Source: an optimization exercise on an open RTL-to-GDS flow (aim: small area and a short achievable clock period). Production flows keep margins and buffers that such runs may drop.
At most, simulation tests tie the RTL to the original design; equivalence was not proved.
For runs 5 to 8, only the layout was checked, not whether the RTL still works.

==> flow/design.v, too long to show whole: its modules and the start of the top module <==
// module mas_radix_encoder: 23 lines
// module mas_radix_xnor: 3 lines
// module mas_radix_sel: 3 lines
// module mas_radix_adder: 10 lines
// module mas_radix_pfx_a: 3 lines
// module mas_radix_pfx_ap: 4 lines
// module mas_radix_pfx_o: 3 lines
// module mas_radix_pfx_op: 4 lines
// module mas_radix_inv: 3 lines
// module mas_radix_ha: 9 lines
// module mas_mul_radix_top: 2298 lines
module mas_mul_radix_top (
  input               clk,
  input               rstn,
  input        [31:0] in1,
  input        [31:0] in2,
  output logic [63:0] res
);
  // ...
==> flow/flow/run.sh <==
#!/bin/bash
# Own layout flow: the standard synthesis, then the standard layout
# with port buffers made from plain buffers (buffer_ports -buffer_cell), a
# setup margin for ORFS's timing repair, and no gate cloning in that repair.
# Each tool's output goes to a log file here.
set -euo pipefail
bash standard.sh synth > synth.log 2>&1
bash standard.sh "BUFFER_PORTS_ARGS=-buffer_cell sky130_fd_sc_hd__buf_2" SETUP_SLACK_MARGIN=5.3 SKIP_GATE_CLONING=1 finish > layout.log 2>&1
==> flow/standard.sh <==
#!/bin/bash
# synth_recipe.tcl (not shown) runs the flow's synth.tcl, then flattens the netlist and writes it again
# the make line also repeats each setting of config.mk as NAME=value (left out here)
make -C /OpenROAD-flow-scripts/flow DESIGN_CONFIG=/design/flow/config.mk WORK_HOME=/design/flow/orfs CLKGATE_MAP_FILE= SYNTH_SCRIPT=/design/flow/synth_recipe.tcl "${@:-finish}"
==> flow/config.mk <==
export PLATFORM = sky130hd
export DESIGN_NAME = mas_mul_radix_top
export DESIGN_NICKNAME = mas_mul_radix_top
export VERILOG_FILES = /design/flow/design.v
export SDC_FILE = /design/flow/constraint.sdc
export NUM_CORES = 4
export LEC_CHECK = 0
export CAP_MARGIN = 30
export CORE_MARGIN = 2
export CORE_UTILIZATION = 60
export SLEW_MARGIN = 50
export SYNTH_HIERARCHICAL = 1
export SYNTH_MINIMUM_KEEP_SIZE = 0
==> flow/constraint.sdc <==
create_clock -name core_clock -period 13.5 [get_ports {clk}]
set_input_delay 2.7000 -clock core_clock [delete_from_list [all_inputs] [get_ports {clk}]]
set_output_delay 2.7000 -clock core_clock [all_outputs]
set_load 0.01 [all_outputs]
==> impl_results.md, run 1 <==
- Clock root buffer: clkbuf_16
- Seq cells: 64
- Max Transition Viols Final: 0
- Share of layout cells above drive strength 1: 22.0%
- Post-synth EDFFs: 0
- I/O Buffers: 129
- Post-synthesis simple-gate area fraction: 4.03%
- Asr flop ratio synth: 100%
- Status: no timing/DRC/antenna violations
- Drt first pass iters: 8
- Reg clk slew, reported paths: 70 ps
- Cell count along the critical path: 20
- N_diodes: 0
- Clock-cell share of area: 1.19%
- FF+latch area: 0.00160 sq mm
- Crit path from: in2[5]
- Repair and plain buffers: 224
- CP max stage delay: 560 ps
- H-tree levels: 3
- Worst min path class: in -> async
- Synth cell count leaders: 554 x xnor2_1, 528 x o22ai_1, 480 x fa_1
- CP dominant cell by count: fa_1
- Vias in the first global route: 22100
- Post-CTS resize count: 129
- Yosys top cell area share: 40.1%
==> run 2: changes to the inputs <==
==> flow/flow/run.sh (replaced) <==
#!/bin/bash
# Own layout flow: the standard synthesis, then the standard layout
# with port buffers made from plain buffers (buffer_ports -buffer_cell) and a
# setup margin for ORFS's timing repair.
# Each tool's output goes to a log file here.
set -euo pipefail
bash standard.sh synth > synth.log 2>&1
bash standard.sh "BUFFER_PORTS_ARGS=-buffer_cell sky130_fd_sc_hd__buf_2" SETUP_SLACK_MARGIN=5.15 finish > layout.log 2>&1
==> run 2 against run 1 <==
  * Sequential share of layout area increased by 0.18 points
  * First-iteration DRC count decreased by 8.4%
  * Synthesized area unchanged
  * Die area unchanged
  * Highest routed layer is now met4
  * Synthesized cell count unchanged
==> impl_results.md, run 2 <==
- Status: no timing/DRC/antenna violations (unchanged)
- Synth unique cells: 17 (unchanged)
- Yosys Warn Count: 7 (unchanged)
- Slew Limit Headroom: 45.2% (was 45.4%)
- Reg clk slew, reported paths: 60 ps (was 70 ps)
- Share of layout cells above drive strength 1: 20.0% (was 22.0%)
- Sequential fraction of the synthesis area: 6.68% (unchanged)
- Final hold violations: 0 (unchanged)
- Final period util: 61.3% (was 60.6%)
- Die width: 204 microns (unchanged)
- Final Util: 68.4% (was 70.4%)
- I/O Buffers: 129 (unchanged)
- Vias per inst: 7.06 (was 7.12)
- GP Congestion: 1.01 (was 1.05)
- Worst min path class: in -> async (unchanged)
- Pre-CTS worst setup slack: 3700 ps (was 3510 ps)
- Placeable Area: 0.0395 sq mm (unchanged)
- CTS max path bufs: 2 (unchanged)
- CP max FO: 33 (was 20)
- Vias in the first global route: 21600 (was 22100)
- CP Capture Type: register (unchanged)
- Post-route DRC violation count: 0 (unchanged)
- Setup TNS: 0 ps (unchanged)
- Dpl hpwl: 72.3 mm (was 72.4 mm)
- All-Layer GR Usage: 45.6% (was 46.2%)
- WHS: 2430 ps (was 2420 ps)
- Critical path class: in -> reg (unchanged)
- Clock root buffer: clkbuf_16 (unchanged)
- Most flops, register: res (unchanged)
- Synthesized netlist cell count: 2247 (unchanged)
- Max Transition Viols Final: 0 (unchanged)
- Max reg flops: 64 (unchanged)
- Max-Cap Viols: 0 (unchanged)
- Initial drt markers: 2560 (was 2796)
- Overflow after GRT: 0 (unchanged)
- Asr flop ratio synth: 100% (unchanged)
- Commonest non-fill, non-tap cell in the layout: xnor2_1 (unchanged)
- CP arrival: 8510 ps (was 8450 ps)
- Finished Cell Area: 0.0270 sq mm (was 0.0279 sq mm)
- Rows: 73 (unchanged)
- Drt first pass iters: 8 (unchanged)
- Mapped Avg Cell Area: 10.7 sq um (unchanged)
- Post-synth EDFFs: 0 (unchanged)
- Nets: 3135 (was 3168)
- WL per Instance: 31.4 microns (was 32.0 microns)
- Antenna violations before repair: 0 (was 2)
- Tmin final: 8270 ps (was 8180 ps)
- Biggest regs: res (64) (unchanged)
- Synth area leader: fa_1 (unchanged)
- Die area: 0.0416 sq mm (unchanged)
- CTS sink cnt: 64 (unchanged)
- Vias: 21100 (was 21600)
- Syn-to-layout area delta: 12.7% (was 16.2%)
- Yosys top cell area share: 40.1% (unchanged)
- H-tree levels: 3 (unchanged)
- Most frequent cells in the layout: 552 x xnor2_1, 520 x o22ai_1, 480 x fa_1 (was 552 x xnor2_1, 515 x o22ai_1, 478 x fa_1)
- # IOs: 130 (unchanged)
- Most frequent cell after synthesis: xnor2_1 (unchanged)
- Synth cell count leaders: 554 x xnor2_1, 528 x o22ai_1, 480 x fa_1 (unchanged)
- Fmax achieved: 0.121 GHz (was 0.122 GHz)
- Placed inst area: 0.0259 sq mm (about the same)
- Synthesis-stage register bit count: 64 (unchanged)
- Detailed Route WL: 94.1 mm (was 96.8 mm)
- RSZ-0062 raised after global routing: true (unchanged)
- CTS Buf Count: 9 (unchanged)
- Largest net degree at the start of global routing: 65 (unchanged)
- Most used DFF post-synth: dfrtp_1 (unchanged)
- First-pass GRT wire length: 138 mm (was 140 mm)
- Worst setup SP type: input port (unchanged)
- Worst setup margin: 5230 ps (was 5320 ps)
- Initial core utilization: 60.6% (unchanged)
- Cts hold-fix bufs: 0 (unchanged)
- Synth area leaders: fa_1 40%, xnor2_1 20%, o22ai_1 14%, dfrtp_1 6.7%, ha_1 6.5% (unchanged)
- Mapped cell area: 0.0240 sq mm (unchanged)
- Post-route ant nets: 0 (unchanged)
- CTS tree: yes (unchanged)
- Die Y: 204 microns (unchanged)
- Setup violators final: 0 (unchanged)
- Slew @ Worst Pin: 822 ps (was 819 ps)
- Required @ worst endpoint: 13740 ps (was 13770 ps)
-- run 2: cell counts after synthesis --
Identical to the previous run, type by type.
-- run 2: cell type report --
type	count	area (sq um)
Clock inverter	7	47.5
Antenna cell	1	2.50
Multi-Input combinational cell	2135	22600
Inverter	64	267
Sequential cell	64	1600
Clock buffer	9	225
Timing Repair Buffer	190	1590
Tap cell	525	657
Fill cell	3118	12500
-- run 2: per-module statistics from Yosys (local to each module, per instance) --
module	times used	area [sq um]	cells
mas_radix_ha	109	12.5	1
mas_radix_pfx_ap	72	12.5	2
mas_radix_inv	16	3.75	1
mas_radix_sel	528	6.26	1
mas_radix_xnor	512	8.76	1
mas_radix_encoder	16	41.3	7
mas_mul_radix_top	1	2480	180
mas_radix_pfx_o	20	5.00	1
mas_radix_pfx_a	42	8.76	1
mas_radix_adder	480	20.0	1
mas_radix_pfx_op	52	12.5	2
-- run 2: path summary, 6_finish.rpt --
check,from,to,slack (ps),cells past startpoint
setup / recovery,in2[1],res[37]$_DFF_PN0_,5230,21
max in group asynchronous,rstn,res[18]$_DFF_PN0_,10640,2
hold / removal,rstn,res[51]$_DFF_PN0_,2430,2
min in group core_clock,in2[1],res[0]$_DFF_PN0_,3230,5
-- run 2: metal layers --
layer,track usage [%],wire (microns),up-vias
li1,-,-,8611
met2,65.5,39100,1761
met3,16.5,14500,361
met4,22.7,6050,0
met5,0,0,-
met1,61.0,34400,10400
-- run 2: metrics by stage --
step / std cells
floorplan: 2265
global placement: 2962
detailed placement: 2964
CTS: 2986
global route: 2994
finish: 2995
-- run 2: logic make-up (layout without fill, tap and decap cells) --
logic type | count (synthesis) | count (layout) | share of synthesized area (%)
xor gates and xnor gates | 575 | 575 | 21.0
other | 2 | 21 | 0.0313
buffers and inverters | 67 | 270 | 1.06
DFF | 64 | 64 | 6.68
adders and majority gates | 605 | 605 | 46.6
and+or+nand+nor | 204 | 204 | 4.03
AOI/OAI and AO/OA | 730 | 731 | 20.6
-- run 2: timing repair --
item,CTS,global route
buffers inserted,5,3
setup endpoints to repair,41,32
pin swaps,0,3
gates cloned,1,5
hold endpoints to repair,0,0
resized for setup,84,87
-- run 2: worst max-delay path, stage by stage --
cell     delay (ps)
buf_2           170
buf_12          210
ha_1            260
inv_1           110
buf_8           260
o22ai_1         160
fa_1            500
fa_1            580
fa_1            450
fa_1            420
fa_1            520
fa_1            410
ha_1            370
nand2_2         140
nor2_4          160
nand2_1         140
nor2_2          190
nand2_1         110
o21ai_4         250
a21oi_2         110
xnor2_2         250
==> run 3: changes to the inputs <==
==> flow/flow/run.sh (replaced) <==
#!/bin/bash
# Own layout flow: the standard flow's synthesis script with ABC told to expect a light
# output load (ABC_LOAD_IN_FF=1, so it does not upsize the small gates), then
# the standard layout with port buffers made from plain buffers
# (buffer_ports -buffer_cell) and a setup margin for ORFS's timing repair.
# Each tool's output goes to a log file here.
set -euo pipefail
bash standard.sh ABC_LOAD_IN_FF=1 synth > synth.log 2>&1
bash standard.sh "BUFFER_PORTS_ARGS=-buffer_cell sky130_fd_sc_hd__buf_2" SETUP_SLACK_MARGIN=5.15 finish > layout.log 2>&1
==> run 3 against run 2 <==
  * Clock-buffer cell count increased by 1
  * Wire length rose by 2.6%
  * Design area decreased by 1.3%
  * Global-route usage up 1.9 points
  * First-iteration DRC count is 8.6% higher
  * Synthesized cell count stayed put
  * Die area fell by 2.5%
==> impl_results.md, run 3 <==
- Asr flop ratio synth: 100% (unchanged)
- # IOs: 130 (unchanged)
- Share of layout cells above drive strength 1: 14.0% (was 20.0%)
- Commonest non-fill, non-tap cell in the layout: xnor2_1 (unchanged)
- Placed inst area: 0.0252 sq mm (was 0.0259 sq mm)
- WL per Instance: 32.2 microns (was 31.4 microns)
- Dpl hpwl: 73.9 mm (was 72.3 mm)
- Status: no timing/DRC/antenna violations (unchanged)
- I/O Buffers: 129 (unchanged)
- Die area: 0.0405 sq mm (was 0.0416 sq mm)
- Most frequent cells in the layout: 553 x xnor2_1, 523 x o22ai_1, 477 x fa_1 (was 552 x xnor2_1, 520 x o22ai_1, 480 x fa_1)
- GR peak layer: met2 (unchanged)
- GR Util met3: 19.1% (was 16.5%)
- H-tree levels: 3 (unchanged)
- CTS tree: yes (unchanged)
- WHS: 2340 ps (was 2430 ps)
- Reg clk slew, reported paths: 60 ps (about the same)
- Final hold violations: 0 (unchanged)
- Biggest regs: res (64) (unchanged)
- Detailed Route WL: 96.5 mm (was 94.1 mm)
- Fill cells: 3084 (was 3118)
- Synth area leader: fa_1 (unchanged)
- Mapped Avg Cell Area: 10.4 sq um (was 10.7 sq um)
- Setup TNS: 0 ps (unchanged)
- Required @ worst endpoint: 13720 ps (was 13740 ps)
- Sequential fraction of the synthesis area: 6.86% (was 6.68%)
- Synth area leaders: fa_1 41%, xnor2_1 21%, o22ai_1 14%, dfrtp_1 6.9%, ha_1 6.7% (was fa_1 40%, xnor2_1 20%, o22ai_1 14%, dfrtp_1 6.7%, ha_1 6.5%)
- Met1 Use GR: 62.0% (was 61.0%)
- Initial core utilization: 60.6% (about the same)
- CP max FO: 41 (was 33)
- Max reg flops: 64 (unchanged)
- Critical path class: in -> reg (unchanged)
- Post-route DRC violation count: 0 (unchanged)
- CTS Buf Count: 9 (unchanged)
- Most frequent cell after synthesis: xnor2_1 (unchanged)
- Largest net degree at the start of global routing: 65 (unchanged)
- GP Congestion: 1.04 (was 1.01)
- Synth unique cells: 15 (was 17)
- Yosys top cell area share: 41.1% (was 40.1%)
- Post-synth EDFFs: 0 (unchanged)
- Slew Limit Headroom: 45.2% (about the same)
- Overflow after GRT: 0 (unchanged)
- Max Transition Viols Final: 0 (unchanged)
- Max-Cap Viols: 0 (unchanged)
- CTS max path bufs: 2 (unchanged)
- Die Y: 201 microns (was 204 microns)
- Most used DFF post-synth: dfrtp_1 (unchanged)
- Final Util: 69.2% (was 68.4%)
- Final period util: 61.9% (was 61.3%)
- Worst min path class: in -> async (unchanged)
- Synthesis-stage register bit count: 64 (unchanged)
- Antenna violations before repair: 4 (was 0)
- Vias: 21300 (was 21100)
- Finished Cell Area: 0.0267 sq mm (was 0.0270 sq mm)
- All-Layer GR Usage: 47.5% (was 45.6%)
- Synthesized netlist cell count: 2247 (unchanged)
- Placeable Area: 0.0386 sq mm (was 0.0395 sq mm)
- RSZ-0062 raised after global routing: true (unchanged)
- Most flops, register: res (unchanged)
- Initial drt markers: 2780 (was 2560)
- Clock root buffer: clkbuf_16 (unchanged)
- Slew @ Worst Pin: 822 ps (about the same)
- Nets: 3147 (was 3135)
- Fmax achieved: 0.120 GHz (was 0.121 GHz)
- Mapped cell area: 0.0234 sq mm (was 0.0240 sq mm)
- Die width: 201 microns (was 204 microns)
- First-pass GRT wire length: 140 mm (was 138 mm)
- Synth cell count leaders: 554 x xnor2_1, 528 x o22ai_1, 480 x fa_1 (unchanged)
- M2 GR Usage: 68.5% (was 65.5%)
- CP arrival: 8570 ps (was 8510 ps)
- Rows: 72 (was 73)
- Yosys Warn Count: 7 (unchanged)
- CP Capture Type: register (unchanged)
- Drt first pass iters: 7 (was 8)
- Tmin final: 8360 ps (was 8270 ps)
- CTS sink cnt: 64 (unchanged)
- Vias in the first global route: 22100 (was 21600)
- Syn-to-layout area delta: 14.3% (was 12.7%)
- Worst setup SP type: input port (unchanged)
- Vias per inst: 7.11 (was 7.06)
- Cts hold-fix bufs: 0 (unchanged)
- Setup violators final: 0 (unchanged)
- Post-route ant nets: 0 (unchanged)
run 3: cell types whose count changed after synthesis:
cell	previous run	this run
a21oi_1	16	130
o21ai_1	20	72
a21oi_2	114	0
o21ai_2	52	0
run 3: layer usage:
metal | part of all wire (%) | wire (microns)
met1 | 36 | 34300
met2 | 41 | 39600
met3 | 17 | 16000
met4 | 6.8 | 6590
met5 | 0.080 | 77
run 3: cells by family after synthesis:
kind of cell	synth area share [%]
flops	6.86
xor+xnor	21.6
simple gates	4.14
compound gates	18.5
other cells	0.0322
buf+inv	1.09
fa+ha+maj	47.8
run 3: through the flow:
stage	cells	setup slack (ps)
floorplan	2265	5240
global placement	2955	3790
detailed placement	2957	3730
CTS	2986	5130
global route	3000	5090
finish	3000	5140
run 3: worst paths after layout:
path,from,end,slack [ps]
min in group core_clock,in2[1],res[1]$_DFF_PN0_,3210
setup / recovery,in2[31],res[47]$_DFF_PN0_,5140
hold / removal,rstn,res[12]$_DFF_PN0_,2340
max in group asynchronous,rstn,res[53]$_DFF_PN0_,10740
run 3: layout make-up:
cell class                 count  area [sq um]  share of cell area [%]
multi-input combinational   2134         22100                    82.7
tap                          518           648                    2.43
antenna                        1          2.50                 0.00937
clock buffer                  10           229                   0.858
timing repair buffer         203          1800                    6.76
clock inverter                 6          70.1                   0.262
sequential                    64          1600                    6.00
inverter                      64           255                   0.956
run 3: critical path: stages:
cell and delay, ps:
buf_4 350, buf_12 280, and3b_1 230, a21oi_2 110, buf_6 320, o22ai_1 150
fa_1 450, fa_1 500, fa_1 570, fa_1 440, fa_1 580, ha_2 440
nand2_1 120, nor2_1 230, nand2_1 160, nor2_2 180, nand2_1 70, o21ai_1 300
a21oi_1 140, xnor2_1 150
run 3: what timing repair did:
item                                    CTS  global route
buffers inserted                         12             5
cloned                                    1             6
pin swaps                                 2             9
resized for setup                        87           100
endpoints found under the setup margin   38            33
run 3: per-module statistics from Yosys, one instance, submodules excluded:
module | flops+latches | area, sq um
mas_radix_xnor | 0 | 8.76
mas_radix_sel | 0 | 6.26
mas_radix_ha | 0 | 12.5
mas_radix_adder | 0 | 20.0
mas_mul_radix_top | 64 | 2480
mas_radix_inv | 0 | 3.75
mas_radix_pfx_o | 0 | 5.00
mas_radix_encoder | 0 | 41.3
mas_radix_pfx_op | 0 | 8.76
mas_radix_pfx_ap | 0 | 8.76
mas_radix_pfx_a | 0 | 5.00
==> run 4: changes to the inputs <==
--- a/flow/flow/run.sh
+++ b/flow/flow/run.sh
@@ -6,4 +6,4 @@
 # Each tool's output goes to a log file here.
 set -euo pipefail
 bash standard.sh ABC_LOAD_IN_FF=1 synth > synth.log 2>&1
-bash standard.sh "BUFFER_PORTS_ARGS=-buffer_cell sky130_fd_sc_hd__buf_2" SETUP_SLACK_MARGIN=5.15 finish > layout.log 2>&1
+bash standard.sh "BUFFER_PORTS_ARGS=-buffer_cell sky130_fd_sc_hd__buf_2" SETUP_SLACK_MARGIN=5 finish > layout.log 2>&1
==> run 4 against run 3 <==
  * Maximum frequency is 0.93% lower
  * Non-clock buffer count is 1 higher
  * Sequential share of layout area hardly changed
  * Largest cell class unchanged
==> impl_results.md, run 4 <==
- CTS sink cnt: 64 (unchanged)
- # IOs: 130 (unchanged)
- CP arrival: 8720 ps (was 8570 ps)
- Worst setup margin: 5070 ps (was 5140 ps)
- Share of layout cells above drive strength 1: 13.4% (was 14.0%)
- Asr flop ratio synth: 100% (unchanged)
- CP Capture Type: register (unchanged)
- GP Congestion: 1.05 (was 1.04)
- CTS tree: yes (unchanged)
- Final Util: 68.9% (was 69.2%)
- Status: no timing/DRC/antenna violations (unchanged)
- FF+latch area: 0.00160 sq mm (unchanged)
- Detailed Route WL: 97.3 mm (was 96.5 mm)
- Yosys Warn Count: 7 (unchanged)
- Fill cells: 3101 (was 3084)
- Die area: 0.0405 sq mm (unchanged)
- I/O Buffers: 129 (unchanged)
- Largest family of logic cells by synthesized area: adder cells (unchanged)
- Setup TNS: 0 ps (unchanged)
- Initial core utilization: 60.6% (unchanged)
- Max-Cap Viols: 0 (unchanged)
- Synth unique cells: 15 (unchanged)
- Mapped cell area: 0.0234 sq mm (unchanged)
- Rows: 72 (unchanged)
- Post-synth EDFFs: 0 (unchanged)
- Post-synthesis simple-gate area fraction: 4.14% (unchanged)
- Commonest non-fill, non-tap cell in the layout: xnor2_1 (unchanged)
- Final hold violations: 0 (unchanged)
- Synth cell count leaders: 554 x xnor2_1, 528 x o22ai_1, 480 x fa_1 (unchanged)
- Most flops, register: res (unchanged)
- Pre-CTS worst setup slack: 3780 ps (was 3730 ps)
- Antenna violations before repair: 5 (was 4)
- Worst min path class: in -> async (unchanged)
- Initial drt markers: 2992 (was 2780)
- Setup violators final: 0 (unchanged)
- Post-route ant nets: 0 (unchanged)
- All-Layer GR Usage: 47.9% (was 47.5%)
- Vias: 21600 (was 21300)
- Synth area leaders: fa_1 41%, xnor2_1 21%, o22ai_1 14%, dfrtp_1 6.9%, ha_1 6.7% (unchanged)
- Slew @ Worst Pin: 836 ps (was 822 ps)
- Vias in the first global route: 22500 (was 22100)
- Compound-cell area share of the yosys netlist: 18.5% (unchanged)
- Post-synthesis adder-cell area fraction: 47.8% (unchanged)
- Nets: 3150 (was 3147)
- Post-route DRC violation count: 0 (unchanged)
- Worst Setup EP: res[43]$_DFF_PN0_ (was res[47]$_DFF_PN0_)
- Syn-to-layout area delta: 13.8% (was 14.3%)
- Vias per inst: 7.20 (was 7.11)
- Most used DFF post-synth: dfrtp_1 (unchanged)
- CP max FO: 22 (was 41)
- Synthesis-stage register bit count: 64 (unchanged)
- Multiplexer area fraction after synthesis: 0% (unchanged)
- Synth Area in XOR/XNOR: 21.6% (unchanged)
- Cells after DPL: 2958 (was 2957)
- Max reg flops: 64 (unchanged)
- Largest net degree at the start of global routing: 65 (unchanged)
- H-tree levels: 3 (unchanged)
- Yosys top cell area share: 41.1% (unchanged)
- Die Y: 201 microns (unchanged)
- Critical path class: in -> reg (unchanged)
- Die width: 201 microns (unchanged)
- Drt first pass iters: 9 (was 7)
- Final cell count without fillers: 3003 (was 3000)
- CTS Buf Count: 9 (unchanged)
- Required @ worst endpoint: 13780 ps (was 13720 ps)
- Mapped Avg Cell Area: 10.4 sq um (unchanged)
- Tmin final: 8430 ps (was 8360 ps)
- Synth area leader: fa_1 (unchanged)
- Overflow after GRT: 0 (unchanged)
- First-pass GRT wire length: 142 mm (was 140 mm)
- Sequential fraction of the synthesis area: 6.86% (unchanged)
- Max Transition Viols Final: 0 (unchanged)
- WL per Instance: 32.4 microns (was 32.2 microns)
- Crit path from: in2[17] (was in2[31])
- Synthesized netlist cell count: 2247 (unchanged)
- Most frequent cell after synthesis: xnor2_1 (unchanged)
- Fmax achieved: 0.119 GHz (was 0.120 GHz)
- Biggest regs: res (64) (unchanged)
- Final period util: 62.5% (was 61.9%)
- RSZ-0062 raised after global routing: true (unchanged)
- Slew Limit Headroom: 44.3% (was 45.2%)
- CTS max path bufs: 2 (unchanged)
- Placeable Area: 0.0386 sq mm (unchanged)
- Reg clk slew, reported paths: 70 ps (was 60 ps)
- Dpl hpwl: 73.2 mm (was 73.9 mm)
- Area of the multi-input gates: 0.0219 sq mm (was 0.0221 sq mm)
- Most frequent cells in the layout: 554 x xnor2_1, 528 x o22ai_1, 480 x fa_1 (was 553 x xnor2_1, 523 x o22ai_1, 477 x fa_1)
- Placed inst area: 0.0252 sq mm (about the same)
- Finished Cell Area: 0.0266 sq mm (was 0.0267 sq mm)
- Worst setup SP type: input port (unchanged)
- Clock root buffer: clkbuf_16 (unchanged)
==> run 4: cell counts after synthesis <==
No cell type changed its count.
==> run 4: area by class of cell <==
class,count,area share [%]
repair buffers,204,6.94
diodes,1,0.00942
clock inverters,6,0.226
well taps,518,2.44
flip-flops and latches,64,6.03
inverters,64,0.984
clock buffers,10,0.862
multi-input cells,2136,82.5
==> run 4: metrics by stage <==
| stage | hold WS, ps |
|---|---|
| 2_1_floorplan | 2400 |
| 3_3_place_gp | 2850 |
| 3_5_place_dp | 2740 |
| 4_1_cts | 2350 |
| 5_1_grt | 2380 |
| 6_report | 2330 |
==> run 4: per-layer routing <==
layer  global-route usage, %  wire length, microns  up-vias  share of wire (%)
met1                    59.5                 33400    10500                 34
met5                       0                   134        -               0.14
met3                    18.6                 15400      505                 16
met2                    71.5                 41000     1954                 42
li1                        -                     -     8648                  -
met4                    27.5                  7340       10                7.5
==> run 4: worst max-delay path: stages <==
cell     delay [ps]
buf_2           210
buf_12          220
ha_1            280
inv_4           140
buf_8           220
o22ai_1         150
fa_1            540
fa_1            480
fa_1            530
fa_1            390
fa_1            510
fa_1            420
ha_1            410
nand2_2         200
nor2_2          200
nand2_1         120
nor2_1          250
nand2_1         110
o21ai_2         280
a21oi_1         140
xnor2_1         200
==> run 4: cells by family (layout without fill, tap and decap cells) <==
| kind of cell | count (synthesis) | in the layout |
|---|---|---|
| AOI/OAI and AO/OA | 730 | 732 |
| xor gates and xnor gates | 575 | 575 |
| and+or+nand+nor | 204 | 204 |
| DFF | 64 | 64 |
| other | 2 | 21 |
| buffers and inverters | 67 | 284 |
| adders and majority gates | 605 | 605 |
==> run 4: worst min-delay path by stage <==
stage	end	slack, ps	cells past startpoint
final	res[39]$_DFF_PN0_	2330	1
after CTS	res[0]$_DFF_PN0_	2350	1
after detailed placement	res[2]$_DFF_PN0_	2740	1
after global routing	res[0]$_DFF_PN0_	2380	1
after floorplan	res[0]$_DFF_PN0_	2400	0
after global placement	res[12]$_DFF_PN0_	2850	1
==> run 4: timing repair <==
item | CTS | global route
endpoints found under the setup margin | 37 | 34
gates resized for setup | 89 | 83
buffers inserted | 8 | 10
hold buffers | 0 | 0
cloned | 3 | 6
pin swaps | 0 | 2
==> run 4: per-module statistics from Yosys, one instance, submodules excluded <==
module | copies in the design | cell area [sq um] | cells
mas_radix_encoder | 16 | 41.3 | 7
mas_radix_pfx_a | 42 | 5.00 | 1
mas_radix_xnor | 512 | 8.76 | 1
mas_radix_pfx_op | 52 | 8.76 | 2
mas_mul_radix_top | 1 | 2480 | 180
mas_radix_pfx_o | 20 | 5.00 | 1
mas_radix_ha | 109 | 12.5 | 1
mas_radix_adder | 480 | 20.0 | 1
mas_radix_sel | 528 | 6.26 | 1
mas_radix_inv | 16 | 3.75 | 1
mas_radix_pfx_ap | 72 | 8.76 | 2
==> module mas_radix_encoder, before the edit <==
module mas_radix_encoder (
  input  [31:0] in1,
  input  [2:0]  in2,
  output        flag,
  output [32:0] res
);
wire one_n = ~(in2[0] ^ in2[1]);
wire two_n = ~((in2[2] & ~in2[1] & ~in2[0]) | (~in2[2] & in2[1] & in2[0]));
assign flag = in2[2] & ~(in2[1] & in2[0]);
wire [33:0] un;
wire s_n = ~in2[2];
assign un[0]  = s_n;
assign un[33] = s_n;
genvar j;
generate
  for (j = 0; j < 32; j = j + 1) begin : g_x
    mas_radix_xnor x (.a(in1[j]), .b(in2[2]), .y(un[j+1]));
  end
  for (j = 0; j < 33; j = j + 1) begin : g_s
    mas_radix_sel s (.one_n(one_n), .u1_n(un[j+1]), .two_n(two_n), .u2_n(un[j]), .y(res[j]));
  end
endgenerate
endmodule
==> run 5: changes to the inputs <==
--- a/flow/design.v
+++ b/flow/design.v
@@ -4,23 +4,30 @@
   output        flag,
   output [32:0] res
 );
-wire one_n = ~(in2[0] ^ in2[1]);
-wire two_n = ~((in2[2] & ~in2[1] & ~in2[0]) | (~in2[2] & in2[1] & in2[0]));
-assign flag = in2[2] & ~(in2[1] & in2[0]);
+wire one_n, two_n, neg_n;
+mas_radix_xnor d1 (.a(in2[0]), .b(in2[1]), .y(one_n));
+mas_radix_two  d2 (.b2(in2[2]), .b1(in2[1]), .one_n(one_n), .y(two_n));
+mas_radix_neg  d3 (.b(in2), .y(flag));
+mas_radix_inv  d4 (.a(flag), .y(neg_n));
 wire [33:0] un;
-wire s_n = ~in2[2];
-assign un[0]  = s_n;
-assign un[33] = s_n;
+assign un[0]  = neg_n;
+assign un[33] = neg_n;
 genvar j;
 generate
   for (j = 0; j < 32; j = j + 1) begin : g_x
-    mas_radix_xnor x (.a(in1[j]), .b(in2[2]), .y(un[j+1]));
+    mas_radix_xnor x (.a(in1[j]), .b(flag), .y(un[j+1]));
   end
   for (j = 0; j < 33; j = j + 1) begin : g_s
     mas_radix_sel s (.one_n(one_n), .u1_n(un[j+1]), .two_n(two_n), .u2_n(un[j]), .y(res[j]));
   end
 endgenerate
 endmodule
+module mas_radix_two (input b2, b1, one_n, output y);
+assign y = ~(one_n & (b2 ^ b1));
+endmodule
+module mas_radix_neg (input [2:0] b, output y);
+assign y = b[2] & ~(b[1] & b[0]);
+endmodule
 module mas_radix_xnor (input a, b, output y);
 assign y = ~(a ^ b);
 endmodule
==> flow/flow/run.sh (replaced) <==
#!/bin/bash
# Own layout flow: the standard synthesis and layout, with the port
# buffers made from plain buffers (buffer_ports -buffer_cell) instead of the
# cell buffer_ports picks by itself.  Each tool's output goes to a log here.
set -euo pipefail
bash standard.sh synth > synth.log 2>&1
bash standard.sh "BUFFER_PORTS_ARGS=-buffer_cell sky130_fd_sc_hd__buf_2" finish > layout.log 2>&1
--- a/flow/config.mk
+++ b/flow/config.mk
@@ -5,9 +5,10 @@
 export SDC_FILE = /design/flow/constraint.sdc
 export NUM_CORES = 4
 export LEC_CHECK = 0
-export CAP_MARGIN = 30
+export CAP_MARGIN = 50
 export CORE_MARGIN = 2
 export CORE_UTILIZATION = 60
-export SLEW_MARGIN = 50
+export SETUP_SLACK_MARGIN = 4.5
+export SLEW_MARGIN = 75
 export SYNTH_HIERARCHICAL = 1
 export SYNTH_MINIMUM_KEEP_SIZE = 0
==> run 5 against run 4 <==
  * Flip-flop and latch count did not move
  * Final cell count fell by 1.3%
  * Global-route usage fell by 1.6 points
  * First-iteration DRC count fell by 26%
  * Synthesized area rose by 2.3%
  * Worst hold slack got worse by 55 ps
==> impl_results.md, run 5 <==
- Initial core utilization: 60.4% (was 60.6%)
- Yosys Warn Count: 7 (unchanged)
- First-pass GRT wire length: 139 mm (was 142 mm)
- Fmax achieved: 0.113 GHz (was 0.119 GHz)
- CTS tree: yes (unchanged)
- N_diodes: 0 (was 1)
- Synthesized netlist cell count: 2215 (was 2247)
- Post-CTS resize count: 0 (was 89)
- Placeable Area: 0.0395 sq mm (was 0.0386 sq mm)
- Post-route ant nets: 0 (unchanged)
- Clock root buffer: clkbuf_16 (unchanged)
- Largest net degree at the start of global routing: 36 (was 65)
- Setup TNS: 0 ps (unchanged)
- Commonest non-fill, non-tap cell in the layout: xnor2_1 (unchanged)
- Max-Cap Viols: 0 (unchanged)
- Setup bufs post-CTS: 0 (was 8)
- Status: no timing/DRC/antenna violations (unchanged)
- Final period util: 65.7% (was 62.5%)
- Critical path class: in -> reg (unchanged)
- H-tree levels: 3 (unchanged)
- Vias per inst: 7.15 (was 7.20)
- All-Layer GR Usage: 46.3% (was 47.9%)
- Die Y: 204 microns (was 201 microns)
- Max Transition Viols Final: 0 (unchanged)
- WL per Instance: 31.9 microns (was 32.4 microns)
- Dpl hpwl: 71.2 mm (was 73.2 mm)
- Drt first pass iters: 7 (was 9)
- Most frequent cells in the layout: 550 x xnor2_1, 510 x o22ai_1, 480 x fa_1 (was 554 x xnor2_1, 528 x o22ai_1, 480 x fa_1)
- Synth cell count leaders: 570 x xnor2_1, 528 x o22ai_1, 480 x fa_1 (was 554 x xnor2_1, 528 x o22ai_1, 480 x fa_1)
- RSZ-0062 raised after global routing: false (was true)
- Share of layout cells above drive strength 1: 19.8% (was 13.4%)
- CP Capture Type: register (unchanged)
- Most frequent cell after synthesis: xnor2_1 (unchanged)
- Yosys top cell area share: 40.2% (was 41.1%)
- Overflow after GRT: 0 (unchanged)
- Detailed Route WL: 94.7 mm (was 97.3 mm)
- Antenna violations before repair: 0 (was 5)
- Setup violators final: 0 (unchanged)
- Die area: 0.0414 sq mm (was 0.0405 sq mm)
- Worst min path class: in -> async (unchanged)
- Placed inst area: 0.0269 sq mm (was 0.0252 sq mm)
- Finished Cell Area: 0.0274 sq mm (was 0.0266 sq mm)
- Post-synth EDFFs: 0 (unchanged)
- Most flops, register: res (unchanged)
- CTS sink cnt: 64 (unchanged)
- GP Congestion: 0.974 (was 1.05)
- Most used DFF post-synth: dfrtp_1 (unchanged)
- Synth unique cells: 16 (was 15)
- Synth area leaders: fa_1 40%, xnor2_1 21%, o22ai_1 14%, dfrtp_1 6.7%, ha_1 5.7% (was fa_1 41%, xnor2_1 21%, o22ai_1 14%, dfrtp_1 6.9%, ha_1 6.7%)
- Biggest regs: res (64) (unchanged)
- Sequential fraction of the synthesis area: 6.70% (was 6.86%)
- Post-route DRC violation count: 0 (unchanged)
- Mapped cell area: 0.0239 sq mm (was 0.0234 sq mm)
- Worst setup SP type: input port (unchanged)
- Mapped Avg Cell Area: 10.8 sq um (was 10.4 sq um)
- Synth area leader: fa_1 (unchanged)
- Max reg flops: 64 (unchanged)
- Required @ worst endpoint: 13730 ps (was 13780 ps)
- Reg clk slew, reported paths: 60 ps (was 70 ps)
- # IOs: 130 (unchanged)
- Fill cells: 3073 (was 3101)
- Syn-to-layout area delta: 14.5% (was 13.8%)
- CTS Buf Count: 9 (unchanged)
- Cts hold-fix bufs: 0 (unchanged)
- CP max FO: 19 (was 22)
- Rows: 73 (was 72)
- CTS max path bufs: 2 (unchanged)
- Initial drt markers: 2218 (was 2992)
- Final hold violations: 0 (unchanged)
- Nets: 3089 (was 3150)
- CP arrival: 9090 ps (was 8720 ps)
- Synthesis-stage register bit count: 64 (unchanged)
- I/O Buffers: 129 (unchanged)
- Die width: 204 microns (was 201 microns)
- Vias in the first global route: 22900 (was 22500)
- Asr flop ratio synth: 100% (unchanged)
- Tmin final: 8860 ps (was 8430 ps)
- Vias: 21200 (was 21600)
==> run 5: cell types whose count changed after synthesis, moves of 32 or more <==
cell and delta:
o21ai_2 +52, a21oi_2 +114, nor2_1 -32, a21oi_1 -130, o21ai_1 -52
==> run 5: layout make-up <==
class                   count  area [sq um]  area share [%]
inverters                  48           180           0.659
well taps                 525           657            2.40
clock buffers               9           225           0.823
multi-input cells        2117         22800            83.4
clock inverters             6          85.1           0.311
flip-flops and latches     64          1600            5.86
repair buffers            194          1790            6.53
==> run 5: kinds of logic after synthesis <==
group	synth area share (%)
AO/OA/AOI/OAI	21.1
XOR/XNOR	22.2
adder cells (fa/ha/maj)	45.9
AND/OR/NAND/NOR	3.20
flip-flops	6.70
buffers and inverters	0.817
other	0.0314
==> run 5: worst max-delay path: stages <==
cell	delay, ps
buf_2	170
a21boi_4	210
buf_8	240
buf_12	220
inv_1	170
o22ai_1	290
fa_1	490
fa_1	540
fa_1	450
fa_1	420
fa_1	520
fa_1	440
ha_1	380
nand2_1	150
nor2_1	270
nand2_1	230
nor2_1	360
nand2_1	120
o21ai_2	290
a21oi_2	100
xnor2_1	280
==> run 5: metrics by stage <==
step | instances | utilization [%] | hold WS [ps] | setup WS (ps)
after CTS | 2958 | 68.7 | 2270 | 4860
after global routing | 2963 | 69.2 | 2280 | 4500
after global placement | 2931 | 65.5 | 2920 | 4120
after detailed placement | 2943 | 67.9 | 2650 | 4510
final | 2963 | 69.2 | 2280 | 4640
after floorplan | 2232 | - | 2400 | 4610
==> run 5: final timing paths <==
path                       depth (start not counted)                end   start  slack, ps
min                                                2  res[16]$_DFF_PN0_    rstn       2280
min in group core_clock                            4   res[0]$_DFF_PN0_  in1[0]       3120
max in group asynchronous                          4  res[47]$_DFF_PN0_    rstn      10640
max                                               21  res[47]$_DFF_PN0_  in2[5]       4640
==> run 5: layer usage <==
metal	global-route usage [%]	up-vias	share of wire, %
met3	13.9	536	12
met2	72.7	1575	45
li1	-	8499	-
met1	55.1	10600	34
met5	0	-	0
met4	31.1	0	8.5
==> run 5: per-module statistics from Yosys, one instance, submodules excluded, excerpt <==
module	times used	flip-flops and latches	area, sq um
mas_radix_ha	109	0	12.5
mas_radix_inv	32	0	3.75
mas_radix_neg	16	0	11.3
mas_mul_radix_top	1	64	2480
mas_radix_pfx_a	42	0	8.76
mas_radix_two	16	0	12.5
mas_radix_pfx_ap	72	0	12.5
mas_radix_pfx_o	20	0	5.00
==> run 6: changes to the inputs <==
--- a/flow/config.mk
+++ b/flow/config.mk
@@ -5,10 +5,10 @@
 export SDC_FILE = /design/flow/constraint.sdc
 export NUM_CORES = 4
 export LEC_CHECK = 0
-export CAP_MARGIN = 50
+export CAP_MARGIN = 60
 export CORE_MARGIN = 2
-export CORE_UTILIZATION = 60
+export CORE_UTILIZATION = 70
 export SETUP_SLACK_MARGIN = 4.5
-export SLEW_MARGIN = 75
+export SLEW_MARGIN = 85
 export SYNTH_HIERARCHICAL = 1
 export SYNTH_MINIMUM_KEEP_SIZE = 0
==> run 6 against run 5 <==
  * The flow now stops in 3_5_place_dp
  * Synthesized area stayed put
  * Synthesized cell count did not move
==> impl_results.md, run 6 <==
- Status: stopped before the end (was no timing/DRC/antenna violations)
- Last stage: 3_5_place_dp
- Tool error: Error: detail_place.tcl, 38 bad optional access
- Synth area leaders: fa_1 40%, xnor2_1 21%, o22ai_1 14%, dfrtp_1 6.7%, ha_1 5.7% (unchanged)
- Synthesized netlist cell count: 2215 (unchanged)
- # IOs: 130 (unchanged)
- GP Congestion: 1.04 (was 0.974)
- Mapped Avg Cell Area: 10.8 sq um (unchanged)
- Asr flop ratio synth: 100% (unchanged)
- Synth area leader: fa_1 (unchanged)
- Sequential fraction of the synthesis area: 6.70% (unchanged)
- I/O Buffers: 129 (unchanged)
- Synth cell count leaders: 570 x xnor2_1, 528 x o22ai_1, 480 x fa_1 (unchanged)
- Most frequent cell after synthesis: xnor2_1 (unchanged)
- Yosys Warn Count: 7 (unchanged)
- Die Y: 189 microns (was 204 microns)
- Synth unique cells: 16 (unchanged)
- Most used DFF post-synth: dfrtp_1 (unchanged)
- Yosys top cell area share: 40.2% (unchanged)
- Synthesis-stage register bit count: 64 (unchanged)
- Die width: 189 microns (was 204 microns)
- Post-synth EDFFs: 0 (unchanged)
- Rows: 67 (was 73)
- Initial core utilization: 71.1% (was 60.4%)
- Mapped cell area: 0.0239 sq mm (unchanged)
==> run 6: worst max path at each step <==
stage          slack [ps]                end
2_1_floorplan        4610  res[51]$_DFF_PN0_
3_3_place_gp         4260  res[37]$_DFF_PN0_
==> run 6: Yosys stat by module (local to each module, per instance), a selection <==
| module | cells inside | cell area, sq um | flops+latches |
|---|---|---|---|
| mas_mul_radix_top | 180 | 2480 | 64 |
| mas_radix_adder | 1 | 20.0 | 0 |
| mas_radix_ha | 1 | 12.5 | 0 |
| mas_radix_pfx_ap | 2 | 12.5 | 0 |
| mas_radix_pfx_op | 2 | 12.5 | 0 |
| mas_radix_two | 2 | 12.5 | 0 |
| mas_radix_neg | 1 | 11.3 | 0 |
| mas_radix_pfx_a | 1 | 8.76 | 0 |
| mas_radix_xnor | 1 | 8.76 | 0 |
| mas_radix_sel | 1 | 6.26 | 0 |
| mas_radix_pfx_o | 1 | 5.00 | 0 |
| mas_radix_inv | 1 | 3.75 | 0 |
==> run 6: kinds of logic after synthesis <==
| group | synth area share (%) |
|---|---|
| adders and majority gates | 45.9 |
| and+or+nand+nor | 3.20 |
| DFF | 6.70 |
| AOI/OAI and AO/OA | 21.1 |
| buffers and inverters | 0.817 |
| xor gates and xnor gates | 22.2 |
| other | 0.0314 |
==> run 6: through the flow <==
| step | setup WS [ps] | hold slack (ps) | area, sq um | cells |
|---|---|---|---|---|
| global placement | 4260 | 2920 | 25800 | 2855 |
| floorplan | 4610 | 2400 | 24100 | 2232 |
==> run 7: changes to the inputs <==
--- a/flow/design.v
+++ b/flow/design.v
@@ -4,35 +4,11 @@
   output        flag,
   output [32:0] res
 );
-wire one_n, two_n, neg_n;
-mas_radix_xnor d1 (.a(in2[0]), .b(in2[1]), .y(one_n));
-mas_radix_two  d2 (.b2(in2[2]), .b1(in2[1]), .one_n(one_n), .y(two_n));
-mas_radix_neg  d3 (.b(in2), .y(flag));
-mas_radix_inv  d4 (.a(flag), .y(neg_n));
-wire [33:0] un;
-assign un[0]  = neg_n;
-assign un[33] = neg_n;
-genvar j;
-generate
-  for (j = 0; j < 32; j = j + 1) begin : g_x
-    mas_radix_xnor x (.a(in1[j]), .b(flag), .y(un[j+1]));
-  end
-  for (j = 0; j < 33; j = j + 1) begin : g_s
-    mas_radix_sel s (.one_n(one_n), .u1_n(un[j+1]), .two_n(two_n), .u2_n(un[j]), .y(res[j]));
-  end
-endgenerate
-endmodule
-module mas_radix_two (input b2, b1, one_n, output y);
-assign y = ~(one_n & (b2 ^ b1));
-endmodule
-module mas_radix_neg (input [2:0] b, output y);
-assign y = b[2] & ~(b[1] & b[0]);
-endmodule
-module mas_radix_xnor (input a, b, output y);
-assign y = ~(a ^ b);
-endmodule
-module mas_radix_sel (input one_n, u1_n, two_n, u2_n, output y);
-assign y = ~((one_n | u1_n) & (two_n | u2_n));
+wire one = in2[0] ^ in2[1];
+wire two = (in2[2] & ~in2[1] & ~in2[0]) | (~in2[2] & in2[1] & in2[0]);
+assign flag = in2[2] & ~(in2[1] & in2[0]);
+wire [33:0] u = {{1'b0, in1} ^ {33{flag}}, flag};
+assign res = ({33{one}} & u[33:1]) | ({33{two}} & u[32:0]);
 endmodule
 module mas_radix_adder (
   input  a,
==> flow/config.mk (replaced) <==
export PLATFORM = sky130hd
export DESIGN_NAME = mas_mul_radix_top
export DESIGN_NICKNAME = mas_mul_radix_top
export VERILOG_FILES = /design/flow/design.v
export SDC_FILE = /design/flow/constraint.sdc
export NUM_CORES = 4
export LEC_CHECK = 0
export CAP_MARGIN = 20
export CORE_MARGIN = 2
export CORE_UTILIZATION = 45
export SLEW_MARGIN = 20
export SYNTH_HIERARCHICAL = 1
export SYNTH_MINIMUM_KEEP_SIZE = 0
==> run 7 against run 6 <==
  * Now clean on timing, DRC and antenna
  * Synthesized area rose by 6.3%
  * Synthesized cell count is 12% higher
==> impl_results.md, run 7 <==
- Most frequent cell after synthesis: xnor2_1 (unchanged)
- CP max stage delay: 570 ps
- Synth area leaders: fa_1 38%, xnor2_1 19%, o22ai_1 13%, dfrtp_1 6.3%, ha_1 6.2% (was fa_1 40%, xnor2_1 21%, o22ai_1 14%, dfrtp_1 6.7%, ha_1 5.7%)
- Post-route ant nets: 0
- Share of layout cells above drive strength 1: 17.1%
- Die Y: 242 microns (was 189 microns)
- Final period util: 69.1%
- Vias: 21500
- Synth cell count leaders: 554 x xnor2_1, 512 x o22ai_1, 480 x fa_1 (was 570 x xnor2_1, 528 x o22ai_1, 480 x fa_1)
- Post-route DRC violation count: 0
- Drt first pass iters: 8
- Rows: 87 (was 67)
- WL per Instance: 29.5 microns
- H-tree levels: 3
- Synth area leader: fa_1 (unchanged)
- Initial core utilization: 45.3% (was 71.1%)
- Fmax achieved: 0.107 GHz
- Crit path from: in2[5]
- Initial drt markers: 2412
- Kind of cell adding the most delay to the critical path: adder cells
- Placeable Area: 0.0561 sq mm
- Clock root buffer: clkbuf_16
- Cells after DPL: 3269
- Finished Cell Area: 0.0269 sq mm
- Buf+Inv Stages, Crit Path: 2
- Detailed Route WL: 97.1 mm
- Die area: 0.0584 sq mm
- Slew @ Worst Pin: 1020 ps
- Post-CTS resize count: 0
- Placed inst area: 0.0266 sq mm
- Overflow after GRT: 0
- CP max FO: 36
- Critical path class: in -> reg
- RSZ-0062 raised after global routing: false
- CP dominant cell by count: fa_1
- Post-synth EDFFs: 0 (unchanged)
- All-Layer GR Usage: 33.3%
- Vias per inst: 6.53
- Mapped cell area: 0.0254 sq mm (was 0.0239 sq mm)
- Setup bufs post-CTS: 0
- FF+latch area: 0.00160 sq mm
- Status: no timing/DRC/antenna violations (was stopped before the end)
- Slowest cell on the critical path: fa_1
- Final hold violations: 0
- Commonest non-fill, non-tap cell in the layout: xnor2_1
- Synth unique cells: 25 (was 16)
- Worst Setup EP: res[41]$_DFF_PN0_
- CP Capture Type: register
- Dpl hpwl: 73.4 mm
- Vias in the first global route: 23000
- Most flops, register: res
- Final cell count without fillers: 3286
- Required @ worst endpoint: 13740 ps
- Die width: 242 microns (was 189 microns)
- # IOs: 130 (unchanged)
- Max Transition Viols Final: 0
- Cell count along the critical path: 21
- Asr flop ratio synth: 100% (unchanged)
- Tmin final: 9330 ps
- Yosys Warn Count: 7 (unchanged)
- Synthesis-stage register bit count: 64 (unchanged)
- First-pass GRT wire length: 145 mm
- Max reg flops: 64
- Most used DFF post-synth: dfrtp_1 (unchanged)
- Setup violators final: 0
- Syn-to-layout area delta: 5.93%
- Antenna violations before repair: 5
- Setup TNS: 0 ps
- I/O Buffers: 129 (unchanged)
- Nets: 3195
- Yosys top cell area share: 37.8% (was 40.2%)
- GP Congestion: 0.968 (was 1.04)
- Worst min path class: in -> async
- CTS sink cnt: 64
- Max-Cap Viols: 0
- Synthesized netlist cell count: 2471 (was 2215)
- Fill cells: 5247
- Slew Limit Headroom: 31.5%
- CP cell instances: buf_2, ha_1, nor2b_4, buf_4, o21ai_0, o21ai_0, fa_1, fa_1, fa_1, fa_1, fa_1, fa_1, ha_1, nand2_1, nor2_1, nand2_1, nor2_1, nand2_1, o21ai_1, a21oi_2, xnor2_1
- Cts hold-fix bufs: 0
- Most frequent cells in the layout: 554 x xnor2_1, 512 x o22ai_1, 480 x fa_1
- Biggest regs: res (64)
- CTS Buf Count: 9
- Mapped Avg Cell Area: 10.3 sq um (was 10.8 sq um)
- Area of the multi-input gates: 0.0227 sq mm
- Sequential fraction of the synthesis area: 6.31% (was 6.70%)
- Worst setup SP type: input port
- CTS tree: yes
- CTS max path bufs: 2
- Largest net degree at the start of global routing: 65
- WHS: 2520 ps
- Reg clk slew, reported paths: 60 ps
- CP arrival: 9570 ps
==> run 7: cell types whose count changed after synthesis, sizes merged, moves of 32 or more <==
cell / delta
buf: +112
o21ai: +32
inv: +32
clkbuf: +48
==> run 7: layout make-up <==
| type | count | share of cell area [%] |
|---|---|---|
| sequential | 64 | 5.95 |
| tap | 756 | 3.52 |
| antenna | 1 | 0.00930 |
| inverter | 80 | 1.12 |
| multi-input combinational | 2183 | 84.2 |
| clock buffer | 9 | 0.837 |
| clock inverter | 7 | 0.381 |
| timing repair buffer | 186 | 3.99 |
==> run 7: kinds of logic after synthesis <==
| family | Yosys count | synth area share [%] |
|---|---|---|
| simple gates | 220 | 4.28 |
| flops | 64 | 6.31 |
| xor+xnor | 575 | 19.8 |
| compound gates | 762 | 20.1 |
| buf+inv | 243 | 5.50 |
| other cells | 2 | 0.0296 |
| fa+ha+maj | 605 | 44.0 |
==> run 7: worst min path at each step <==
stage / slack, ps / endpoint / depth (start not counted)
floorplan: 2400 / res[0]$_DFF_PN0_ / 0
global placement: 2910 / res[49]$_DFF_PN0_ / 2
detailed placement: 2940 / res[49]$_DFF_PN0_ / 2
CTS: 2560 / res[49]$_DFF_PN0_ / 2
global route: 2610 / res[51]$_DFF_PN0_ / 2
finish: 2520 / res[51]$_DFF_PN0_ / 2
==> run 7: per-module statistics from Yosys, one instance, submodules excluded, a selection <==
module,cell area [sq um],cells,flops+latches
mas_radix_pfx_a,8.76,1,0
mas_radix_pfx_o,5.00,1,0
mas_radix_ha,12.5,1,0
mas_radix_pfx_op,12.5,2,0
mas_radix_adder,20.0,1,0
mas_mul_radix_top,2480,180,64
mas_radix_encoder,617,86,0
==> run 7: layer usage <==
metal	vias to the layer above	global-route usage, %	wire [microns]
li1	8835	-	-
met1	10800	41.1	35500
met2	1452	52.2	43400
met3	400	9.45	11100
met4	6	19.3	6960
met5	-	0	25
==> run 7: metrics by stage <==
stage	worst slack, ps	util (%)
global placement	3970	47.4
floorplan	5630	-
detailed placement	3980	47.4
CTS	4290	48.0
global route	3990	48.0
finish	4170	48.0
==> run 8: changes to the inputs <==
==> flow/run.sh (new file) <==
#!/bin/bash
# synth_recipe.tcl (not shown) runs the flow's synth.tcl, then flattens the netlist and writes it again
# the make line also repeats each setting of config.mk as NAME=value (left out here)
make -C /OpenROAD-flow-scripts/flow DESIGN_CONFIG=/design/flow/config.mk WORK_HOME=/design/flow/orfs CLKGATE_MAP_FILE= SYNTH_SCRIPT=/design/flow/synth_recipe.tcl finish
removed: flow/flow/run.sh
removed: flow/standard.sh
==> run 8 against run 7 <==
  * Core utilization up 1.4 points
  * Flip-flop and latch count unchanged
  * Synthesized cell count unchanged
  * Highest routed layer is now met4
==> impl_results.md, run 8 <==
- Most frequent cells in the layout: 554 x xnor2_1, 512 x o22ai_1, 480 x fa_1 (unchanged)
- Die area: 0.0584 sq mm (unchanged)
- Most frequent cell after synthesis: xnor2_1 (unchanged)
- Setup bufs post-CTS: 0 (unchanged)
- Setup TNS: 0 ps (unchanged)
- Most flops, register: res (unchanged)
- Fmax achieved: 0.101 GHz (was 0.107 GHz)
- Biggest regs: res (64) (unchanged)
- CTS Buf Count: 9 (unchanged)
- Final period util: 73.3% (was 69.1%)
- Nets: 3222 (was 3195)
- Synth unique cells: 25 (unchanged)
- Rows: 87 (unchanged)
- Initial core utilization: 45.3% (unchanged)
- Reg clk slew, reported paths: 60 ps (about the same)
- Synthesis-stage register bit count: 64 (unchanged)
- Placeable Area: 0.0561 sq mm (unchanged)
- Die Y: 242 microns (unchanged)
- Worst setup margin: 3610 ps (was 4170 ps)
- GP Congestion: 0.966 (was 0.968)
- Antenna violations before repair: 2 (was 5)
- Final hold violations: 0 (unchanged)
- First-pass GRT wire length: 150 mm (was 145 mm)
- Yosys top cell area share: 37.8% (unchanged)
- Synth cell count leaders: 554 x xnor2_1, 512 x o22ai_1, 480 x fa_1 (unchanged)
- Final Util: 49.4% (was 48.0%)
- Clock root buffer: clkbuf_16 (unchanged)
- Vias per inst: 6.56 (was 6.53)
- Post-synth EDFFs: 0 (unchanged)
- Max reg flops: 64 (unchanged)
- Post-CTS resize count: 0 (unchanged)
- Slew @ Worst Pin: 1220 ps (was 1020 ps)
- CTS sink cnt: 64 (unchanged)
- Largest net degree at the start of global routing: 65 (unchanged)
- Syn-to-layout area delta: 8.96% (was 5.93%)
- H-tree levels: 3 (unchanged)
- Status: no timing/DRC/antenna violations (unchanged)
- All-Layer GR Usage: 34.2% (was 33.3%)
- Asr flop ratio synth: 100% (unchanged)
- Synthesized netlist cell count: 2471 (unchanged)
- RSZ-0062 raised after global routing: false (unchanged)
- WL per Instance: 29.9 microns (was 29.5 microns)
- Overflow after GRT: 0 (unchanged)
- Max Transition Viols Final: 0 (unchanged)
- CP Capture Type: register (unchanged)
- Mapped cell area: 0.0254 sq mm (unchanged)
- Drt first pass iters: 5 (was 8)
- Worst min path class: in -> async (unchanged)
- Pre-CTS worst setup slack: 3440 ps (was 3980 ps)
- # IOs: 130 (unchanged)
- Detailed Route WL: 99.1 mm (was 97.1 mm)
- WHS: 2540 ps (was 2520 ps)
- CTS tree: yes (unchanged)
- Crit path from: in2[7] (was in2[5])
- Die width: 242 microns (unchanged)
- Post-route DRC violation count: 0 (unchanged)
- Most used DFF post-synth: dfrtp_1 (unchanged)
- Dpl hpwl: 75.7 mm (was 73.4 mm)
- Yosys Warn Count: 7 (unchanged)
- Initial drt markers: 2297 (was 2412)
- Sequential fraction of the synthesis area: 6.31% (unchanged)
- Setup violators final: 0 (unchanged)
- Synth area leader: fa_1 (unchanged)
- Post-route ant nets: 0 (unchanged)
- Share of layout cells above drive strength 1: 13.1% (was 17.1%)
- Synth area leaders: fa_1 38%, xnor2_1 19%, o22ai_1 13%, dfrtp_1 6.3%, ha_1 6.2% (unchanged)
- Final cell count without fillers: 3313 (was 3286)
- Vias: 21700 (was 21500)
- I/O Buffers: 129 (unchanged)
- Commonest non-fill, non-tap cell in the layout: xnor2_1 (unchanged)
- Cts hold-fix bufs: 0 (unchanged)
- Slew Limit Headroom: 17.7% (was 31.5%)
- Mapped Avg Cell Area: 10.3 sq um (unchanged)
- CP max FO: 26 (was 36)
- CTS max path bufs: 2 (unchanged)
- CP arrival: 10140 ps (was 9570 ps)
- Tmin final: 9890 ps (was 9330 ps)
- Required @ worst endpoint: 13750 ps (was 13740 ps)
- Cells after DPL: 3296 (was 3269)
- Critical path class: in -> reg (unchanged)
- Max-Cap Viols: 0 (unchanged)
- Worst setup SP type: input port (unchanged)
- Vias in the first global route: 23700 (was 23000)
## run 8: cell counts after synthesis
No cell type changed its count.
## run 8: Yosys stat by module (local to each module, per instance)
module / copies in the design / cells inside / flops+latches / cell area [sq um]
mas_mul_radix_top: 1 / 180 / 64 / 2480
mas_radix_encoder: 16 / 86 / 0 / 617
mas_radix_adder: 480 / 1 / 0 / 20.0
mas_radix_ha: 109 / 1 / 0 / 12.5
mas_radix_pfx_ap: 72 / 2 / 0 / 12.5
mas_radix_pfx_op: 52 / 2 / 0 / 12.5
mas_radix_pfx_a: 42 / 1 / 0 / 8.76
mas_radix_pfx_o: 20 / 1 / 0 / 5.00
mas_radix_inv: 16 / 1 / 0 / 3.75
## run 8: routing by layer
layer / global-route usage [%] / vias to the layer above / wire length [microns]
met2: 52.6 / 1488 / 43800
met1: 42.6 / 10900 / 36500
met4: 21.9 / 0 / 7800
met3: 9.13 / 460 / 11000
met5: 0 / - / 0
li1: - / 8886 / -
## run 8: path summary, 6_finish.rpt
check | to | slack (ps) | cells after the start
worst max-delay path | res[47]$_DFF_PN0_ | 3610 | 21
worst min-delay path | res[48]$_DFF_PN0_ | 2540 | 2
max in group asynchronous | res[16]$_DFF_PN0_ | 10350 | 2
min in group core_clock | res[0]$_DFF_PN0_ | 3570 | 5
## run 8: cell type report
type / instances / area (sq um)
clock inverters: 7 / 55.1
fillers: 5262 / 28400
inverters: 80 / 300
well taps: 756 / 946
flip-flops and latches: 64 / 1600
diodes: 1 / 2.50
multi-input cells: 2183 / 22700
repair buffers: 213 / 1890
clock buffers: 9 / 225
## run 8: through the flow
stage,instance area (sq um)
2_1_floorplan,25500
3_3_place_gp,27400
3_5_place_dp,27400
4_1_cts,27700
5_1_grt,27700
6_report,27700
## run 8: cell families after synthesis
logic type,Yosys count,share of synthesized area [%]
AO/OA/AOI/OAI,762,20.1
XOR/XNOR,575,19.8
adder cells (fa/ha/maj),605,44.0
buffers and inverters,243,5.50
flip-flops,64,6.31
other,2,0.0296
AND/OR/NAND/NOR,220,4.28
## run 8: critical path, stage by stage
cell and delay, ps:
clkdlybuf4s50_1 540, ha_1 310, nor2b_4 370, buf_4 550, xnor2_1 160, o22ai_1 270
fa_1 510, fa_1 550, fa_1 440, fa_1 410, fa_1 640, fa_1 460
ha_1 380, nand2_1 130, nor2_1 280, nand2_1 190, nor2_1 280, nand2_1 100
o21ai_1 560, a21oi_2 110, xnor2_1 150

port drivers added, routing unchanged:
In the flow no input, the clock included, has a driving cell. The finished layouts below were timed again as built, in two steps.
Step 1 (the two cells are an assumption about what drives the block):
set clk [get_ports {clk}]
set_driving_cell -lib_cell sky130_fd_sc_hd__clkbuf_16 $clk
set_driving_cell -lib_cell sky130_fd_sc_hd__buf_2 [delete_from_list [all_inputs] $clk]
Step 2 also shifts input and output timing later by t, the mid clock arrival at the registers, as if the neighbouring blocks saw the same clock.
a / b / c = no drivers / after step 1 / after step 2; a / b = the first two.
| run | t (ns) | setup slack, ns | worst hold slack (ns) | worst setup path after step 2 | worst slew at a driven data input, ns |
|---|---|---|---|---|---|
| run 1 | 0.397 | 5.324 / 5.336 / 4.939 | 2.420 / 2.393 / 2.790 | input to register | 0.06 |
| run 2 | 0.406 | 5.229 / 5.258 / 4.852 | 2.430 / 2.398 / 2.805 | input to register | 0.06 |
| run 3 | 0.408 | 5.144 / 5.188 / 4.780 | 2.339 / 2.310 / 2.718 | input to register | 0.09 |
| run 4 | 0.420 | 5.065 / 5.107 / 4.687 | 2.333 / 2.309 / 2.729 | input to register | 0.10 |
| run 5 | 0.399 | 4.636 / 4.665 / 4.266 | 2.278 / 2.250 / 2.649 | input to register | 0.06 |
| run 7 | 0.391 | 4.168 / 4.187 / 3.796 | 2.522 / 2.498 / 2.889 | input to register | 0.19 |
| run 8 | 0.404 | 3.610 / 3.628 / 3.224 | 2.539 / 2.516 / 2.920 | input to register | 0.10 |
After both steps setup and hold are still met in every run listed. For run 8, which loses most, drivers alone change the setup slack by +0.018 ns; drivers and shift together by -0.386 ns.
